This design comes from an exercise in tuning for small area on the open sky130 flow, not from production work. Where RTL was checked, it was by simulation tests only, not by an equivalence proof against the original. Function not checked in run 2: the RTL went through the layout flow alone.

==> flow/design.v, too long to show whole: its modules and the start of the top module <==
// module top: 125 lines
// module DU_0: 22 lines
// module DU_1_2: 43 lines
// module DU_3: 25 lines
// module CORDIC: 101 lines
// module single_stage: 93 lines
// module CORDIC_ARRAY: 152 lines
// module BACK_SUBSTITUTION: 269 lines
// module reciprocal: 126 lines
// module back_sub_main: 180 lines
// module fi_mul: 12 lines
module top#(
		parameter CORDIC_PIPE_STAGE = 8,
        parameter C_IWL = 5,
        parameter C_FWL = 15,
        parameter B_IWL = 5,
        parameter B_FWL = 15
)(
		input Clk,
		input Reset,  
		input InValid,
		input signed[C_IWL+C_FWL-1:0]InData1, 
		input signed[C_IWL+C_FWL-1:0]InData2, 
		input signed[C_IWL+C_FWL-1:0]InData3, 
		input signed[C_IWL+C_FWL-1:0]InData4, 
		output OutValid,
		output signed[C_IWL+C_FWL-1:0]OutData1, 
		output signed[C_IWL+C_FWL-1:0]OutData2, 
		output signed[C_IWL+C_FWL-1:0]OutData3, 
		output signed[C_IWL+C_FWL-1:0]OutData4
);
  // ...
==> flow/run.sh <==
#!/bin/bash
# synth_recipe.tcl (not shown) runs the flow's synth.tcl, then flattens the netlist and writes it again
# the make line also repeats each setting of config.mk as NAME=value (left out here)
make -C /OpenROAD-flow-scripts/flow DESIGN_CONFIG=/design/flow/config.mk WORK_HOME=/design/flow/orfs CLKGATE_MAP_FILE= SYNTH_SCRIPT=/design/flow/synth_recipe.tcl finish
==> flow/config.mk <==
export PLATFORM = sky130hd
export DESIGN_NAME = top
export DESIGN_NICKNAME = top
export VERILOG_FILES = /design/flow/design.v
export SDC_FILE = /design/flow/constraint.sdc
export NUM_CORES = 8
export LEC_CHECK = 0
export CAP_MARGIN = 20
export CORE_MARGIN = 2
export CORE_UTILIZATION = 40
export SLEW_MARGIN = 20
==> flow/constraint.sdc <==
create_clock -name core_clock -period 11.0 [get_ports {Clk}]
set_input_delay 2.2000 -clock core_clock [delete_from_list [all_inputs] [get_ports {Clk}]]
set_output_delay 2.2000 -clock core_clock [all_outputs]
set_load 0.01 [all_outputs]
==> notes.md, run 1 <==
Max FO, Critical Path=28; Root Driver=clkbuf_16; Overflow after GRT=0; top cell type by total area after synthesis=dfrtp_1; Worst setup SP type=flop; dpl ws=around 0.19 ns; Tot GR Track Use=20.2%; yosys warns=38; IO Pins=between 150 and 200; Post-DRT Antenna Nets=0; Post-Syn Area=between 0.5 and 0.6 mm2; Post-Place Cell Area=0.601 mm2; CTS Buffer Depth=5; outcome=complete, no violations; initial antenna violation count=62; drt pass-1 iters=9; Buf/Inv on CP=5; simple-gate share of the synthesized area=~15%; met1 Resource Use GR=28.0%; Worst Skew=between 0.1 and 0.15 ns; n_taps=19.0k; final core area utilization=between 40% and 50%; total number of vias=427k; sequential fraction of the synthesis area=28.7%; metal2 WL=about 700000 um; Slew HR=between 10% and 20%; GRT met2 Usage=between 30 and 40%; commonest non-fill, non-tap cell in the layout=inv_1; Starting Density=40.1%; DP Cell Count=roughly 81k; area delta synth->final=9.32%; DPL Wire Length=around 1200000 um; layout cells sized above 1=roughly 5.2%; vias in the first global route=between 400k and 500k
==> module top, before the edit <==
module top#(
		parameter CORDIC_PIPE_STAGE = 8,
        parameter C_IWL = 5,
        parameter C_FWL = 15,
        parameter B_IWL = 5,
        parameter B_FWL = 15
)(
		input Clk,
		input Reset,  
		input InValid,
		input signed[C_IWL+C_FWL-1:0]InData1, 
		input signed[C_IWL+C_FWL-1:0]InData2, 
		input signed[C_IWL+C_FWL-1:0]InData3, 
		input signed[C_IWL+C_FWL-1:0]InData4, 
		output OutValid,
		output signed[C_IWL+C_FWL-1:0]OutData1, 
		output signed[C_IWL+C_FWL-1:0]OutData2, 
		output signed[C_IWL+C_FWL-1:0]OutData3, 
		output signed[C_IWL+C_FWL-1:0]OutData4
);
integer i;
localparam SKEW2 = 1;
localparam SKEW3 = 2 + CORDIC_PIPE_STAGE;
localparam SKEW4 = 3 + 2*CORDIC_PIPE_STAGE;
reg signed[C_IWL+C_FWL-1:0]skew2_r[0:SKEW2-1];
reg signed[C_IWL+C_FWL-1:0]skew3_r[0:SKEW3-1];
reg signed[C_IWL+C_FWL-1:0]skew4_r[0:SKEW4-1];
reg InValid_FF1_r, InValid_FF2_r;
reg signed[C_IWL+C_FWL-1:0]InData1_FF_r; 
reg signed[C_IWL+C_FWL-1:0]InData2_FF_r; 
reg signed[C_IWL+C_FWL-1:0]InData3_FF_r; 
reg signed[C_IWL+C_FWL-1:0]InData4_FF_r; 
wire vectoring_mode;
reg vectoring_mode_FF[0:(5*CORDIC_PIPE_STAGE + 4) - 1];  
wire signed[C_IWL+C_FWL-1:0]w_data_cordic_array[0:3]; 
wire w_in_valid_backsub;
wire w_out_valid_backsub;
wire signed[B_IWL+B_FWL-1:0]w_data_backsub[0:3]; 
assign vectoring_mode = (InValid_FF1_r==1) && (InValid_FF2_r==0);  
always@(posedge Clk or negedge Reset)begin
	if(!Reset)begin
		for(i = 0; i < (5*CORDIC_PIPE_STAGE + 4); i = i + 1)begin
			vectoring_mode_FF[i] <= 0;
		end
	end
	else begin
		vectoring_mode_FF[0] <= vectoring_mode;
		for(i = 1; i < (5*CORDIC_PIPE_STAGE + 4); i = i + 1)begin
			vectoring_mode_FF[i] <= vectoring_mode_FF[i - 1];
		end
	end	
end
CORDIC_ARRAY  #(.PIPE_STAGE(CORDIC_PIPE_STAGE), .C_IWL(C_IWL), .C_FWL(C_FWL)) CORDIC_ARRAY_u0(
	.Clk(Clk),
	.Reset(Reset),
	.i_vectoring_mode(vectoring_mode),
	.i_data_1(InData1_FF_r), 
	.i_data_2(skew2_r[SKEW2-1]), 
	.i_data_3(skew3_r[SKEW3-1]), 
	.i_data_4(skew4_r[SKEW4-1]), 
	.o_data_1(w_data_cordic_array[0]), 
	.o_data_2(w_data_cordic_array[1]), 
	.o_data_3(w_data_cordic_array[2]), 
	.o_data_4(w_data_cordic_array[3])
);
BACK_SUBSTITUTION #(
	.C_IWL(C_IWL),
	.C_FWL(C_FWL),
	.B_IWL(B_IWL),
	.B_FWL(B_FWL)
)BACK_SUBSTITUTION_u0 (
        .clk(Clk),
        .rst_n(Reset),
        .in_valid(w_in_valid_backsub), 
        .c3_x(w_data_cordic_array[0]), 
        .c5_x(w_data_cordic_array[1]),
        .c6_x(w_data_cordic_array[2]),
        .c6_y(w_data_cordic_array[3]),
        .out_valid(w_out_valid_backsub),
        .OutData1(w_data_backsub[0]),
        .OutData2(w_data_backsub[1]),
        .OutData3(w_data_backsub[2]),
        .OutData4(w_data_backsub[3]),
        .reciprocal()
);
assign w_in_valid_backsub = vectoring_mode_FF[(5*CORDIC_PIPE_STAGE + 4) - 1];
assign OutValid = w_out_valid_backsub;
assign OutData1 = w_data_backsub[0];
assign OutData2 = w_data_backsub[1];
assign OutData3 = w_data_backsub[2];
assign OutData4 = w_data_backsub[3];
always@(posedge Clk or negedge Reset)begin
	if(!Reset)begin
		InValid_FF1_r <= 0;
		InValid_FF2_r <= 0;
		InData1_FF_r <= 0;
		InData2_FF_r <= 0;
		InData3_FF_r <= 0;
		InData4_FF_r <= 0;
	end
	else begin
		InValid_FF1_r <= InValid;
		InValid_FF2_r <= InValid_FF1_r;
		InData1_FF_r <= InData1;
		InData2_FF_r <= InData2;
		InData3_FF_r <= InData3;
		InData4_FF_r <= InData4;
	end	
end
always@(posedge Clk or negedge Reset)begin
	if(!Reset)begin
		for(i = 0; i < SKEW2; i = i + 1) skew2_r[i] <= 0;
		for(i = 0; i < SKEW3; i = i + 1) skew3_r[i] <= 0;
		for(i = 0; i < SKEW4; i = i + 1) skew4_r[i] <= 0;
	end
	else begin
		skew2_r[0] <= InData2_FF_r;
		for(i = 1; i < SKEW2; i = i + 1) skew2_r[i] <= skew2_r[i - 1];
		skew3_r[0] <= InData3_FF_r;
		for(i = 1; i < SKEW3; i = i + 1) skew3_r[i] <= skew3_r[i - 1];
		skew4_r[0] <= InData4_FF_r;
		for(i = 1; i < SKEW4; i = i + 1) skew4_r[i] <= skew4_r[i - 1];
	end
end
endmodule
==> module CORDIC_ARRAY, before the edit <==
module CORDIC_ARRAY#(
		parameter PIPE_STAGE = 8,  
        parameter C_IWL = 5,
        parameter C_FWL = 15
)(
		input Clk,
		input Reset,  
		input i_vectoring_mode,
		input signed[C_IWL+C_FWL-1:0]i_data_1, 
		input signed[C_IWL+C_FWL-1:0]i_data_2, 
		input signed[C_IWL+C_FWL-1:0]i_data_3, 
		input signed[C_IWL+C_FWL-1:0]i_data_4, 
		output signed[C_IWL+C_FWL-1:0]o_data_1, 
		output signed[C_IWL+C_FWL-1:0]o_data_2, 
		output signed[C_IWL+C_FWL-1:0]o_data_3, 
		output signed[C_IWL+C_FWL-1:0]o_data_4
);
integer i;
wire w_vectoring_mode_cordic[1:6];
wire w_vectoring_mode_du[0:3];
wire signed [C_IWL+C_FWL-1:0] w_X[1:6];
wire signed [C_IWL+C_FWL-1:0] w_Y[1:6];
wire signed [C_IWL+C_FWL-1:0] w_data_du[0:3];
wire signed[C_IWL+C_FWL-1:0] w_cordic_in_data_1, w_cordic_in_data_2, w_cordic_in_data_3, w_cordic_in_data_4;
wire signed[C_IWL+C_FWL-1:0] w_cordic_out_data_1, w_cordic_out_data_2, w_cordic_out_data_3, w_cordic_out_data_4;
reg signed[C_IWL+C_FWL-1:0]pipe_reg_o_data_1_r[0:PIPE_STAGE*2-1];
reg signed[C_IWL+C_FWL-1:0]pipe_reg_o_data_2_r[0:PIPE_STAGE-1]; 
assign o_data_1 = pipe_reg_o_data_1_r[PIPE_STAGE*2-1];
assign o_data_2 = pipe_reg_o_data_2_r[PIPE_STAGE-1];
assign o_data_3 = w_cordic_out_data_3;
assign o_data_4 = w_cordic_out_data_4;
always@(posedge Clk or negedge Reset)begin
	if(!Reset)begin
		for (i = 0; i < PIPE_STAGE; i = i + 1)begin
			pipe_reg_o_data_2_r[i] <= 0;
		end
		for (i = 0; i < PIPE_STAGE*2; i = i + 1)begin
			pipe_reg_o_data_1_r[i] <= 0;
		end
	end
	else begin
		pipe_reg_o_data_1_r[0] <= w_cordic_out_data_1;  
		for (i = 1; i < PIPE_STAGE*2; i = i + 1)begin
			pipe_reg_o_data_1_r[i] <= pipe_reg_o_data_1_r[i - 1];
		end
		pipe_reg_o_data_2_r[0] <= w_cordic_out_data_2;  
		for (i = 1; i < PIPE_STAGE; i = i + 1)begin
			pipe_reg_o_data_2_r[i] <= pipe_reg_o_data_2_r[i - 1];
		end
	end
end
assign w_cordic_in_data_1 = i_data_1;
assign w_cordic_in_data_2 = i_data_2;
assign w_cordic_in_data_3 = i_data_3;
assign w_cordic_in_data_4 = i_data_4;
assign w_cordic_out_data_1 = w_X[3];
assign w_cordic_out_data_2 = w_X[5];
assign w_cordic_out_data_3 = w_X[6];
assign w_cordic_out_data_4 = w_data_du[3];
DU_0 #(.C_IWL(C_IWL), .C_FWL(C_FWL)) DU_u0(
		.Clk(Clk),
		.Reset(Reset),
		.i_vectoring_mode(i_vectoring_mode),
		.i_data(w_cordic_in_data_1),   
		.o_vectoring_mode(w_vectoring_mode_du[0]),
		.o_data(w_data_du[0])   
);
CORDIC #(.C_IWL(C_IWL), .C_FWL(C_FWL))  CORDIC_u1(
		.Clk(Clk),
		.Reset(Reset),
		.i_vectoring_mode(w_vectoring_mode_du[0]),
		.i_X(w_data_du[0]), 
		.i_Y(w_cordic_in_data_2), 
		.o_vectoring_mode(w_vectoring_mode_cordic[1]),
		.o_X(w_X[1]),
		.o_Y(w_Y[1])
);
CORDIC #(.C_IWL(C_IWL), .C_FWL(C_FWL))  CORDIC_u2(
		.Clk(Clk),
		.Reset(Reset),
		.i_vectoring_mode(w_vectoring_mode_cordic[1]),
		.i_X(w_X[1]), 
		.i_Y(w_cordic_in_data_3), 
		.o_vectoring_mode(w_vectoring_mode_cordic[2]),
		.o_X(w_X[2]),
		.o_Y(w_Y[2])
);
CORDIC #(.C_IWL(C_IWL), .C_FWL(C_FWL))  CORDIC_u3(
		.Clk(Clk),
		.Reset(Reset),
		.i_vectoring_mode(w_vectoring_mode_cordic[2]),
		.i_X(w_X[2]), 
		.i_Y(w_cordic_in_data_4), 
		.o_vectoring_mode(w_vectoring_mode_cordic[3]),
		.o_X(w_X[3]),
		.o_Y(w_Y[3])
);
DU_1_2 #(.PIPE_STAGE(PIPE_STAGE), .C_IWL(C_IWL), .C_FWL(C_FWL))  DU_u1(
		.Clk(Clk),
		.Reset(Reset),
		.i_vectoring_mode(w_vectoring_mode_cordic[1]),
		.i_data(w_Y[1]),   
		.o_vectoring_mode(w_vectoring_mode_du[1]),
		.o_data(w_data_du[1])   
);
CORDIC #(.C_IWL(C_IWL), .C_FWL(C_FWL))  CORDIC_u4(
		.Clk(Clk),
		.Reset(Reset),
		.i_vectoring_mode(w_vectoring_mode_du[1]),
		.i_X(w_data_du[1]), 
		.i_Y(w_Y[2]), 
		.o_vectoring_mode(w_vectoring_mode_cordic[4]),
		.o_X(w_X[4]),
		.o_Y(w_Y[4])
);
CORDIC #(.C_IWL(C_IWL), .C_FWL(C_FWL))  CORDIC_u5(
		.Clk(Clk),
		.Reset(Reset),
		.i_vectoring_mode(w_vectoring_mode_cordic[4]),
		.i_X(w_X[4]), 
		.i_Y(w_Y[3]), 
		.o_vectoring_mode(w_vectoring_mode_cordic[5]),
		.o_X(w_X[5]),
		.o_Y(w_Y[5])
);
DU_1_2 #(.PIPE_STAGE(PIPE_STAGE), .C_IWL(C_IWL), .C_FWL(C_FWL))  DU_u2(
		.Clk(Clk),
		.Reset(Reset),
		.i_vectoring_mode(w_vectoring_mode_cordic[4]),
		.i_data(w_Y[4]),   
		.o_vectoring_mode(w_vectoring_mode_du[2]),
		.o_data(w_data_du[2])   
);
CORDIC #(.C_IWL(C_IWL), .C_FWL(C_FWL))  CORDIC_u6(
		.Clk(Clk),
		.Reset(Reset),
		.i_vectoring_mode(w_vectoring_mode_du[2]),
		.i_X(w_data_du[2]), 
		.i_Y(w_Y[5]), 
		.o_vectoring_mode(w_vectoring_mode_cordic[6]),
		.o_X(w_X[6]),
		.o_Y(w_Y[6])
);
DU_3 #(.C_IWL(C_IWL), .C_FWL(C_FWL))  DU_u3( 
		.Clk(Clk),
		.Reset(Reset),
		.i_vectoring_mode(w_vectoring_mode_cordic[6]),
		.i_data(w_Y[6]),   
		.o_vectoring_mode(w_vectoring_mode_du[3]),
		.o_data(w_data_du[3])   
);
endmodule
==> run 2, diff against run 1 <==
==> flow/design.v (replaced) <==
module top (
  input         Clk,
  input         Reset,   
  input         InValid,
  input  [19:0] InData1,
  input  [19:0] InData2,
  input  [19:0] InData3,
  input  [19:0] InData4,
  output        OutValid,
  output [19:0] OutData1,
  output [19:0] OutData2,
  output [19:0] OutData3,
  output [19:0] OutData4
);
  localparam [16:0] PR1 = 17'b10100100100100100;
  localparam [16:0] PR2 = 17'b10100100100100100;
  localparam [16:0] PR3 = 17'b10100100100100100;
  localparam [16:0] PR4 = 17'b10100100100100100;
  localparam [16:0] PR5 = 17'b10100100100100100;
  localparam [16:0] PR6 = 17'b10100100100100100;
  localparam D = 5;
  function integer pc(input [16:0] v);
    integer i;
    begin
      pc = 0;
      for (i = 0; i < 17; i = i + 1) if (v[i]) pc = pc + 1;
    end
  endfunction
  localparam T1 = pc(PR1);
  localparam T2 = T1 + pc(PR2);
  localparam T3 = T2 + pc(PR3);
  localparam T4 = T2 + pc(PR4);
  localparam IN5 = (T3 > T4) ? T3 : T4;
  localparam T5 = IN5 + pc(PR5);
  localparam T6 = T5 + pc(PR6);
  localparam TL = T6 + 3 + D + 8;
  reg          inv_q;
  reg [TL-1:1] tl;
  wire [TL-1:0] vt = {tl, InValid & ~inv_q};
  always @(posedge Clk or negedge Reset) begin
    if (!Reset) begin
      inv_q <= 1'b0;
      tl    <= 0;
    end else begin
      inv_q <= InValid;
      tl    <= vt[TL-2:0];
    end
  end
  wire [19:0] r1, r2, r3, r4;
  CORDIC_ARRAY #(.PR1(PR1), .PR2(PR2), .PR3(PR3), .PR4(PR4), .PR5(PR5), .PR6(PR6), .TL(TL)) arr (
    .Clk(Clk), .vt(vt),
    .a1(InData1), .a2(InData2), .a3(InData3), .a4(InData4),
    .r1(r1), .r2(r2), .r3(r3), .r4(r4));
  BACKSUB #(.T3(T3), .T5(T5), .T6(T6), .D(D), .TL(TL)) bs (
    .Clk(Clk), .vt(vt), .r1(r1), .r2(r2), .r3(r3), .r4(r4),
    .OutValid(OutValid), .OutData1(OutData1), .OutData2(OutData2),
    .OutData3(OutData3), .OutData4(OutData4));
endmodule
module dly #(parameter W = 20, parameter N = 1) (
  input          Clk,
  input  [W-1:0] d,
  output [W-1:0] q
);
  generate
    if (N == 0) begin : z
      assign q = d;
    end else begin : s
      reg [W-1:0] r [0:N-1];
      integer i;
      always @(posedge Clk) begin
        r[0] <= d;
        for (i = 1; i < N; i = i + 1) r[i] <= r[i-1];
      end
      assign q = r[N-1];
    end
  endgenerate
endmodule
module hchain #(parameter W = 20, parameter K = 1) (
  input          Clk,
  input  [K-1:0] en,
  input  [W-1:0] d,
  output [W-1:0] q
);
  reg [W-1:0] r [0:K-1];
  genvar k;
  generate for (k = 0; k < K; k = k + 1) begin : s
    if (k == 0) begin : f
      always @(posedge Clk) if (en[0]) r[0] <= d;
    end else begin : n
      always @(posedge Clk) if (en[k]) r[k] <= r[k-1];
    end
  end endgenerate
  assign q = r[K-1];
endmodule
module cu #(
  parameter [16:0] PR = 17'h10000,
  parameter NS = 2
) (
  input             Clk,
  input  [NS-1:0]   vs,
  input  [19:0]     xi,
  input  [19:0]     yi,
  output [19:0]     xo,
  output [19:0]     yo
);
  function integer nreg(input integer p);
    integer i;
    begin
      nreg = 0;
      for (i = 0; i < p; i = i + 1) if (PR[i]) nreg = nreg + 1;
    end
  endfunction
  wire [19:0] x [0:17];
  wire [19:0] y [0:17];
  wire [19:0] px [0:16];
  wire [19:0] py [0:16];
  assign x[0] = xi;
  assign y[0] = yi;
  wire v0 = vs[nreg(0)];
  reg  r_mem;
  wire r = v0 ? x[0][19] : r_mem;
  always @(posedge Clk) if (v0) r_mem <= x[0][19];
  assign px[0] = r ? -x[0] : x[0];
  assign py[0] = r ? -y[0] : y[0];
  genvar p;
  generate for (p = 1; p <= 15; p = p + 1) begin : st
    localparam S = p - 1;
    wire v = vs[nreg(p)];
    wire signed [19:0] xx = x[p];
    wire signed [19:0] yy = y[p];
    wire signed [19:0] xsh = xx >>> S;
    wire signed [19:0] ysh = yy >>> S;
    reg  en_mem, d_mem;
    wire yz  = (yy == 20'd0);
    wire en  = v | en_mem;              
    wire d   = v ? ~yy[19] : d_mem;
    always @(posedge Clk) if (v) begin en_mem <= ~yz; d_mem <= ~yy[19]; end
    wire [19:0] opx = {20{en}} & (ysh ^ {20{~d}});
    wire [19:0] opy = {20{en}} & (xsh ^ {20{d}});
    wire [20:0] sx = {xx, 1'b1} + {opx, en & ~d};
    wire [20:0] sy = {yy, 1'b1} + {opy, en & d};
    assign px[p] = sx[20:1];
    assign py[p] = sy[20:1] & {20{~(v & yz)}};
  end endgenerate
  function [19:0] gk(input [19:0] a);
    reg signed [19:0] s;
    begin
      s = a;
      gk = (s >>> 1) + (s >>> 3) + (s >>> 14) - (s >>> 6) - (s >>> 9) - (s >>> 12);
    end
  endfunction
  assign px[16] = gk(x[16]);
  assign py[16] = gk(y[16]);
  generate for (p = 0; p <= 16; p = p + 1) begin : pr
    if (PR[p]) begin : r
      reg [19:0] rx, ry;
      always @(posedge Clk) begin rx <= px[p]; ry <= py[p]; end
      assign x[p+1] = rx;
      assign y[p+1] = ry;
    end else begin : w
      assign x[p+1] = px[p];
      assign y[p+1] = py[p];
    end
  end endgenerate
  assign xo = x[17];
  assign yo = y[17];
endmodule
module CORDIC_ARRAY #(
  parameter [16:0] PR1 = 17'h0, PR2 = 17'h0, PR3 = 17'h0,
  parameter [16:0] PR4 = 17'h0, PR5 = 17'h0, PR6 = 17'h0,
  parameter TL = 64
) (
  input          Clk,
  input  [TL-1:0] vt,
  input  [19:0]  a1, a2, a3, a4,      
  output [19:0]  r1,                  
  output [19:0]  r2,                  
  output [19:0]  r3,                  
  output [19:0]  r4                   
);
  function integer pc(input [16:0] v);
    integer i;
    begin
      pc = 0;
      for (i = 0; i < 17; i = i + 1) if (v[i]) pc = pc + 1;
    end
  endfunction
  localparam L1 = pc(PR1), L2 = pc(PR2), L3 = pc(PR3), L4 = pc(PR4), L5 = pc(PR5), L6 = pc(PR6);
  localparam T1 = L1;
  localparam T2 = T1 + L2;
  localparam T3 = T2 + L3;
  localparam T4 = T2 + L4;
  localparam IN5 = (T3 > T4) ? T3 : T4;
  localparam T5 = IN5 + L5;
  localparam T6 = T5 + L6;
  localparam E1 = 0, E2 = T1, E3 = T2, E4 = T2 + 1, E5 = IN5 + 1, E6 = T5 + 2;
  wire [19:0] x1, y1, x2, y2, x3, y3, x4, y4, x5, y5, x6, y6;
  wire [19:0] a3d, a4d, y1d, x4d, y3d, y4d;
  dly #(20, T1) d_a3 (Clk, a3, a3d);
  dly #(20, T2) d_a4 (Clk, a4, a4d);
  dly #(20, L2) d_y1 (Clk, y1, y1d);
  dly #(20, IN5 - T4) d_x4 (Clk, x4, x4d);
  dly #(20, IN5 - T3) d_y3 (Clk, y3, y3d);
  dly #(20, T5 - T4) d_y4 (Clk, y4, y4d);
  cu #(.PR(PR1), .NS(L1+1)) u1 (.Clk(Clk), .vs(vt[E1 +: L1+1]), .xi(a1),  .yi(a2),  .xo(x1), .yo(y1));
  cu #(.PR(PR2), .NS(L2+1)) u2 (.Clk(Clk), .vs(vt[E2 +: L2+1]), .xi(x1),  .yi(a3d), .xo(x2), .yo(y2));
  cu #(.PR(PR3), .NS(L3+1)) u3 (.Clk(Clk), .vs(vt[E3 +: L3+1]), .xi(x2),  .yi(a4d), .xo(x3), .yo(y3));
  cu #(.PR(PR4), .NS(L4+1)) u4 (.Clk(Clk), .vs(vt[E4 +: L4+1]), .xi(y1d), .yi(y2),  .xo(x4), .yo(y4));
  cu #(.PR(PR5), .NS(L5+1)) u5 (.Clk(Clk), .vs(vt[E5 +: L5+1]), .xi(x4d), .yi(y3d), .xo(x5), .yo(y5));
  cu #(.PR(PR6), .NS(L6+1)) u6 (.Clk(Clk), .vs(vt[E6 +: L6+1]), .xi(y4d), .yi(y5),  .xo(x6), .yo(y6));
  assign r1 = x3;
  assign r2 = x5;
  assign r3 = x6;
  assign r4 = y6;
endmodule
module BACKSUB #(
  parameter T3 = 0, T5 = 0, T6 = 0, D = 4, TL = 64
) (
  input           Clk,
  input  [TL-1:0] vt,
  input  [19:0]   r1, r2, r3, r4,
  output          OutValid,
  output [19:0]   OutData1, OutData2, OutData3, OutData4
);
  localparam TA = T6 + 3 + D;           
    wire [19:0] z4; 
    generate if ((TA) == (T6+4)) begin : g_z4 assign z4 = r4; end 
    else begin : g_z4 
      localparam K = ((TA) - (T6+4) + 4) / 5; 
      wire [K-1:0] e; 
      genvar k; 
      for (k = 0; k < K; k = k + 1) begin : ee assign e[k] = vt[(T6+4) + 5*k]; end 
      hchain #(20, K) h (Clk, e, r4, z4); 
    end endgenerate
    wire [19:0] R34; 
    generate if ((TA+1) == (T6+3)) begin : g_R34 assign R34 = r3; end 
    else begin : g_R34 
      localparam K = ((TA+1) - (T6+3) + 4) / 5; 
      wire [K-1:0] e; 
      genvar k; 
      for (k = 0; k < K; k = k + 1) begin : ee assign e[k] = vt[(T6+3) + 5*k]; end 
      hchain #(20, K) h (Clk, e, r3, R34); 
    end endgenerate
    wire [19:0] z3; 
    generate if ((TA+1) == (T6+4)) begin : g_z3 assign z3 = r3; end 
    else begin : g_z3 
      localparam K = ((TA+1) - (T6+4) + 4) / 5; 
      wire [K-1:0] e; 
      genvar k; 
      for (k = 0; k < K; k = k + 1) begin : ee assign e[k] = vt[(T6+4) + 5*k]; end 
      hchain #(20, K) h (Clk, e, r3, z3); 
    end endgenerate
    wire [19:0] R14; 
    generate if ((TA+2) == (T3+3)) begin : g_R14 assign R14 = r1; end 
    else begin : g_R14 
      localparam K = ((TA+2) - (T3+3) + 4) / 5; 
      wire [K-1:0] e; 
      genvar k; 
      for (k = 0; k < K; k = k + 1) begin : ee assign e[k] = vt[(T3+3) + 5*k]; end 
      hchain #(20, K) h (Clk, e, r1, R14); 
    end endgenerate
    wire [19:0] z1; 
    generate if ((TA+2) == (T3+4)) begin : g_z1 assign z1 = r1; end 
    else begin : g_z1 
      localparam K = ((TA+2) - (T3+4) + 4) / 5; 
      wire [K-1:0] e; 
      genvar k; 
      for (k = 0; k < K; k = k + 1) begin : ee assign e[k] = vt[(T3+4) + 5*k]; end 
      hchain #(20, K) h (Clk, e, r1, z1); 
    end endgenerate
    wire [19:0] R24; 
    generate if ((TA+3) == (T5+3)) begin : g_R24 assign R24 = r2; end 
    else begin : g_R24 
      localparam K = ((TA+3) - (T5+3) + 4) / 5; 
      wire [K-1:0] e; 
      genvar k; 
      for (k = 0; k < K; k = k + 1) begin : ee assign e[k] = vt[(T5+3) + 5*k]; end 
      hchain #(20, K) h (Clk, e, r2, R24); 
    end endgenerate
    wire [19:0] R23; 
    generate if ((TA+3) == (T5+2)) begin : g_R23 assign R23 = r2; end 
    else begin : g_R23 
      localparam K = ((TA+3) - (T5+2) + 4) / 5; 
      wire [K-1:0] e; 
      genvar k; 
      for (k = 0; k < K; k = k + 1) begin : ee assign e[k] = vt[(T5+2) + 5*k]; end 
      hchain #(20, K) h (Clk, e, r2, R23); 
    end endgenerate
    wire [19:0] z2; 
    generate if ((TA+3) == (T5+4)) begin : g_z2 assign z2 = r2; end 
    else begin : g_z2 
      localparam K = ((TA+3) - (T5+4) + 4) / 5; 
      wire [K-1:0] e; 
      genvar k; 
      for (k = 0; k < K; k = k + 1) begin : ee assign e[k] = vt[(T5+4) + 5*k]; end 
      hchain #(20, K) h (Clk, e, r2, z2); 
    end endgenerate
    wire [19:0] R13; 
    generate if ((TA+4) == (T3+2)) begin : g_R13 assign R13 = r1; end 
    else begin : g_R13 
      localparam K = ((TA+4) - (T3+2) + 4) / 5; 
      wire [K-1:0] e; 
      genvar k; 
      for (k = 0; k < K; k = k + 1) begin : ee assign e[k] = vt[(T3+2) + 5*k]; end 
      hchain #(20, K) h (Clk, e, r1, R13); 
    end endgenerate
    wire [19:0] R12; 
    generate if ((TA+5) == (T3+1)) begin : g_R12 assign R12 = r1; end 
    else begin : g_R12 
      localparam K = ((TA+5) - (T3+1) + 4) / 5; 
      wire [K-1:0] e; 
      genvar k; 
      for (k = 0; k < K; k = k + 1) begin : ee assign e[k] = vt[(T3+1) + 5*k]; end 
      hchain #(20, K) h (Clk, e, r1, R12); 
    end endgenerate
    wire [19:0] R33; 
    generate if ((T6+5) == (T6+2)) begin : g_R33 assign R33 = r3; end 
    else begin : g_R33 
      localparam K = ((T6+5) - (T6+2) + 4) / 5; 
      wire [K-1:0] e; 
      genvar k; 
      for (k = 0; k < K; k = k + 1) begin : ee assign e[k] = vt[(T6+2) + 5*k]; end 
      hchain #(20, K) h (Clk, e, r3, R33); 
    end endgenerate
    wire [19:0] R22; 
    generate if ((T6+7) == (T5+1)) begin : g_R22 assign R22 = r2; end 
    else begin : g_R22 
      localparam K = ((T6+7) - (T5+1) + 4) / 5; 
      wire [K-1:0] e; 
      genvar k; 
      for (k = 0; k < K; k = k + 1) begin : ee assign e[k] = vt[(T5+1) + 5*k]; end 
      hchain #(20, K) h (Clk, e, r2, R22); 
    end endgenerate
    wire [19:0] R11; 
    generate if ((T6+9) == (T3)) begin : g_R11 assign R11 = r1; end 
    else begin : g_R11 
      localparam K = ((T6+9) - (T3) + 4) / 5; 
      wire [K-1:0] e; 
      genvar k; 
      for (k = 0; k < K; k = k + 1) begin : ee assign e[k] = vt[(T3) + 5*k]; end 
      hchain #(20, K) h (Clk, e, r1, R11); 
    end endgenerate
  wire s_r44 = vt[T6+3], s_r33 = vt[T6+5], s_r22 = vt[T6+7];
  wire [19:0] rin = s_r44 ? r4 : s_r33 ? R33 : s_r22 ? R22 : R11;
  wire [19:0] rout;
  rcp #(D) u_rcp (.Clk(Clk), .in(rin), .out(rout));
  wire t0 = vt[TA], t1 = vt[TA+1], t2 = vt[TA+2], t3 = vt[TA+3];
  wire t4 = vt[TA+4], t5 = vt[TA+5], t6 = vt[TA+6];
  reg [19:0] x4r, x3r, x2r, x1r, x4o, tr, acc;
  wire [19:0] ma1 = t3 ? x4r : rout;
  wire [19:0] ma2 = t0 ? z4 : t3 ? R24 : (t2 | t4) ? tr : acc;
  wire [19:0] mb1 = (t1 | t2) ? x4r : (t3 | t4) ? x3r : x2r;
  wire [19:0] mb2 = t1 ? R34 : t2 ? R14 : t3 ? R23 : t4 ? R13 : R12;
  wire [19:0] pa, pb;
  fmul ua (.a(ma1), .b(ma2), .p(pa));
  fmul ub (.a(mb1), .b(mb2), .p(pb));
  wire [19:0] base = t1 ? z3 : t2 ? z1 : t3 ? z2 : acc;
  wire [19:0] sub  = base - pb - (t3 ? pa : 20'd0);
  always @(posedge Clk) begin
    if (t0) x4r <= pa;
    if (t2) x3r <= pa;
    if (t4) x2r <= pa;
    if (t6) x1r <= pa;
    if (t5) x4o <= x4r;
    if (t1 | t3) tr <= sub;
    if (t2 | t4 | t5) acc <= sub;
  end
  assign OutValid = vt[TA+7];
  assign OutData1 = x1r;
  assign OutData2 = x2r;
  assign OutData3 = x3r;
  assign OutData4 = x4o;
endmodule
module fmul (
  input  [19:0] a,
  input  [19:0] b,
  output [19:0] p
);
  wire signed [39:0] m = $signed(a) * $signed(b);
  assign p = m[34:15];
endmodule
module rcp #(parameter D = 4) (
  input         Clk,
  input  [19:0] in,
  output [19:0] out
);
  localparam NI = 19;                   
  wire [19:0] rem  [0:D];
  wire [18:0] quo  [0:D];
  wire [19:0] dvs  [0:D];
  wire        sgn  [0:D];
  wire        sat  [0:D];
  wire [19:0] ab = in[19] ? -in : in;
  assign rem[0] = 20'd4096;
  assign quo[0] = 19'd0;
  assign dvs[0] = ab;
  assign sgn[0] = in[19];
  assign sat[0] = (ab <= 20'd2048);
  genvar s;
  generate for (s = 0; s < D; s = s + 1) begin : sg
    localparam I0 = (s * NI) / D;
    localparam I1 = ((s + 1) * NI) / D;
    reg [19:0] rm;
    reg [18:0] qq;
    integer i;
    always @(*) begin
      rm = rem[s];
      qq = quo[s];
      for (i = I0; i < I1; i = i + 1) begin
        if (rm >= dvs[s]) begin
          rm = rm - dvs[s];
          qq[18 - i] = 1'b1;
        end
        rm = rm << 1;
      end
    end
    reg [19:0] r_rem, r_dvs;
    reg [18:0] r_quo;
    reg        r_sgn, r_sat;
    if (s < D - 1) begin : mid
      always @(posedge Clk) begin
        r_rem <= rm; r_quo <= qq; r_dvs <= dvs[s]; r_sgn <= sgn[s]; r_sat <= sat[s];
      end
      assign rem[s+1] = r_rem; assign quo[s+1] = r_quo; assign dvs[s+1] = r_dvs;
      assign sgn[s+1] = r_sgn; assign sat[s+1] = r_sat;
    end else begin : last
      reg [19:0] o;
      always @(posedge Clk)
        o <= sat[s] ? (sgn[s] ? 20'h80000 : 20'h7FFFF) : (sgn[s] ? -{1'b0, qq} : {1'b0, qq});
      assign out = o;
    end
  end endgenerate
endmodule
--- a/flow/config.mk
+++ b/flow/config.mk
@@ -5,6 +5,7 @@
 export SDC_FILE = /design/flow/constraint.sdc
 export NUM_CORES = 8
 export LEC_CHECK = 0
+export ABC_AREA = 1
 export CAP_MARGIN = 20
 export CORE_MARGIN = 2
 export CORE_UTILIZATION = 40
==> notes.md, run 2 <==
largest net degree at the start of global routing=55 (was 181); Synth Area in Compound Gates=15.2% (was 12.6%); Post-Synth XOR/XNOR Area=7.16% (was 8.32%); commonest cells after routing, fill and taps aside=nand2_1 (12.9k), inv_1 (7925), a21oi_1 (5136) (was inv_1 (7442), dfrtp_1 (6559), nor2_1 (5958)); combinational family with the most area after synthesis=simple AND/OR/NAND/NOR gates (was adder cells); cells after synthesis=55.3k (was 62.6k); Synth async-reset ratio=1.34% (was 100%); Routed Wire Length=1160000 um (was 1470000 um); final setup violation count=0 (unchanged); commonest non-fill, non-tap cell in the layout=nand2_1 (was inv_1); post-DR vias/cell=5.15 (was 5.19); FF-to-FF Start=tl[40]$_DFF_PN0_; setup TNS=0 ns (unchanged); CTS buffer count=418 (was 756); initial antenna violation count=10 (was 62); unrepaired setup endpoints after global routing=false; R2R Setup Slk=0.60 ns (was 0.56 ns); DPL Wire Length=965000 um (was 1160000 um); Avg Cell Area, Syn=6.94 um2 (was 9.18 um2); Max FO, Critical Path=20 (was 28); Hold Startpoint=arr.d_y1.s.r[2][14]$_DFF_P_ (was CORDIC_ARRAY_u0.pipe_reg_o_data_2_r[3][1]$_DFF_PN0_); fmax=96.1 MHz (was 95.8 MHz); IO Port Bufs=163 (unchanged); outcome=complete, no violations (unchanged); layout cells sized above 1=3.85% (was 5.24%); Fin. Hold Viols=0 (unchanged); Overflow after GRT=0 (unchanged); CTS Buffer Depth=5 (unchanged); fin area=0.415 mm2 (was 0.628 mm2); CP endpoint kind=flop (unchanged); Slew Limit Fails=0 (unchanged); max FFs per register=240; WS Path Type=flop to flop (unchanged); library cells used by synthesis=84 (was 106); sequential fraction of the synthesis area=20.7% (was 28.7%); core area=0.955 mm2 (was 1.43 mm2); Starting Density=40.1% (about the same); depth of the worst hold-timing path=0 (unchanged); Worst Skew=0.186 ns (was 0.130 ns); die area=0.966 mm2 (was 1.45 mm2); min cycle time layout=10.40 ns (was 10.44 ns); drt pass-1 iters=7 (was 9); final net count=61.4k (was 72.7k); ys flop type=dfxtp_1 (was dfrtp_1); simple-gate share of the synthesized area=25.5% (was 15.2%); cell row count=359 (was 440); Max-Cap Viols=0 (unchanged); CTS Sinks=3432 (was 6585); number of flops mapped to enable cells by yosys=1030 (was 0); Biggest register=arr.d_a4.s.r; WHS Endpoint=arr.d_y1.s.r[3][14]$_DFF_P_ (was CORDIC_ARRAY_u0.pipe_reg_o_data_2_r[4][1]$_DFF_PN0_); Max stage delay on crit path=0.54 ns (was 0.56 ns); Worst Tran Pin Value=1.06 ns (was 1.20 ns); Post-DRT Antenna Nets=0 (unchanged); Arr. time, crit path=11.26 ns (was 11.54 ns); Worst setup SP type=flop (unchanged); first-pass GRT wire length=1840000 um (was 2370000 um); WL/cell=16.9 um (was 17.9 um); reg-to-reg critical path endpoint=bs.acc[16]$_DFFE_PP_; area delta synth->final=8.23% (was 9.32%); # H-tree levels=5 (was 6); top cell type by total area after synthesis=ha_1 (was dfrtp_1); total number of vias=353k (was 427k); Slew HR=28.7% (was 19.9%); clock latency on the worst-skew pair=1.14 ns (was 1.24 ns); crit path from=tl[40]$_DFF_PN0_; Adder-Cell Fraction of Synth Area=22.2% (was 27.7%); critical path's slowest cell=fa_1 (was or4b_4); DR iter-0 viols=26.5k (was 27.4k); Post-Syn Area=0.383 mm2 (was 0.575 mm2); Final Cycle Share=94.6% (was 94.9%); IO Pins=164 (unchanged); Root Driver=clkbuf_16 (unchanged); R2R cell count=42 (was 43); DRC viols=0 (unchanged); yosys warns=18 (was 38); gpl congestion=0.946 (was 0.892); flops & latches, synth=3432 (was 6585); hold slack=0.256 ns (was 0.229 ns); Tot GR Track Use=23.2% (was 20.2%); critical path required time=11.86 ns (was 12.10 ns); most common cell in the synthesized netlist=nand2_1 (was inv_1); Synth area leaders=ha_1 (14%), nand2_1 (13%), dfxtp_1 (12%) (was dfrtp_1 (29%), fa_1 (16%), ha_1 (12%)); Synth top cells by count=nand2_1 (12.9k), inv_1 (7932), a21oi_1 (5136) (was inv_1 (7445), dfrtp_1 (6585), nor2_1 (5960)); area share of the largest cell type after synthesis=14.0% (was 28.7%); Post-Place Cell Area=0.401 mm2 (was 0.601 mm2); DIE WIDTH=983 um (was 1200 um); Die Y=983 um (was 1200 um); vias in the first global route=333k (was 425k); multiplexer area fraction after synthesis=0.473% (was 1.50%); clock slew at the register clock pins of the worst setup and hold paths=0.07 ns (was 0.06 ns); CTS tree=done (unchanged); worst hold path class=flop to flop (unchanged)
run 2: logic make-up (layout without fill, tap and decap cells):
family / after synthesis / count (layout)
AO/OA/AOI/OAI: 10700 / 10700
multiplexers: 181 / 181
flip-flops: 3432 / 3432
other: 1 / 9
adder cells (fa/ha/maj): 5858 / 5858
AND/OR/NAND/NOR: 23100 / 23100
XOR/XNOR: 3122 / 3122
buffers and inverters: 8844 / 9391
run 2: through the flow:
stage / util [%] / setup WS [ns] / cells
2_1_floorplan: - / 0.484 / 55300
3_3_place_gp: 42.0 / 0.404 / 67700
3_5_place_dp: 42.0 / 0.420 / 67700
4_1_cts: 43.4 / 0.368 / 68500
5_1_grt: 43.4 / 0.00533 / 68500
6_report: 43.4 / 0.598 / 68500
run 2: layout make-up:
class,count,area [um2]
multi-input combinational,43000,271000
clock buffer,529,11500
timing repair buffer,603,5090
fill,99700,540000
antenna,6,15.0
inverter,8034,30200
clock inverter,225,2380
sequential,3432,79300
tap,12600,15800
run 2: what timing repair did:
action	in CTS	in global routing
endpoints found under the setup margin	0	30
hold buffers	0	0
gates resized for setup	0	43
buffers inserted	0	2
run 2: critical path: cells and delay by family (launching register included):
family | cells | cell delay (ns)
xor+xnor | 2 | 0.30
buf+inv | 11 | 1.48
simple gates | 6 | 0.85
compound gates | 13 | 2.39
fa+ha+maj | 10 | 4.59
flops | 1 | 0.48
run 2: routing by layer:
metal	global-route usage [%]	wire, um
met1	33.0	558000
met2	37.8	510000
met3	2.09	56600
met4	6.36	35500
met5	0	23
run 2: how the worst max path moves through the flow:
stage / to / slack (ns)
2_1_floorplan: bs.acc[16]$_DFFE_PP_ / 0.48
6_report: bs.acc[16]$_DFFE_PP_ / 0.60
3_5_place_dp: bs.acc[16]$_DFFE_PP_ / 0.42
4_1_cts: bs.tr[16]$_DFFE_PP_ / 0.37
3_3_place_gp: bs.acc[16]$_DFFE_PP_ / 0.40
5_1_grt: arr.u3.pr[5].r.rx[19]$_DFF_P_ / 0.005

[afterwards: timing with drivers on the ports]
In the flow no input, the clock included, has a driving cell. The finished layouts below were timed again as built, in two steps. Step 1 (the two cells are an assumption about what drives the block):
set clk [get_ports {Clk}]
set_driving_cell -lib_cell sky130_fd_sc_hd__clkbuf_16 $clk
set_driving_cell -lib_cell sky130_fd_sc_hd__buf_2 [delete_from_list [all_inputs] $clk]
Step 2 adds t to the input delays and takes it off the output delays; t is the mean of the earliest and latest rising clock arrival at the registers after step 1. Input paths then give back, and output paths get back, about the clock's delay inside the block. Three values: no drivers, after step 1, after step 2; two values: the first two.
run	t, ns	setup WS [ns]	worst register clock-pin slew, ns	cell pins on the clock port's net
run 1	1.329	0.559 / 0.559 / 0.559	0.08 / 0.08	1
run 2	1.178	0.598 / 0.598 / 0.598	0.08 / 0.08	1
After both steps every run listed still meets setup and hold.
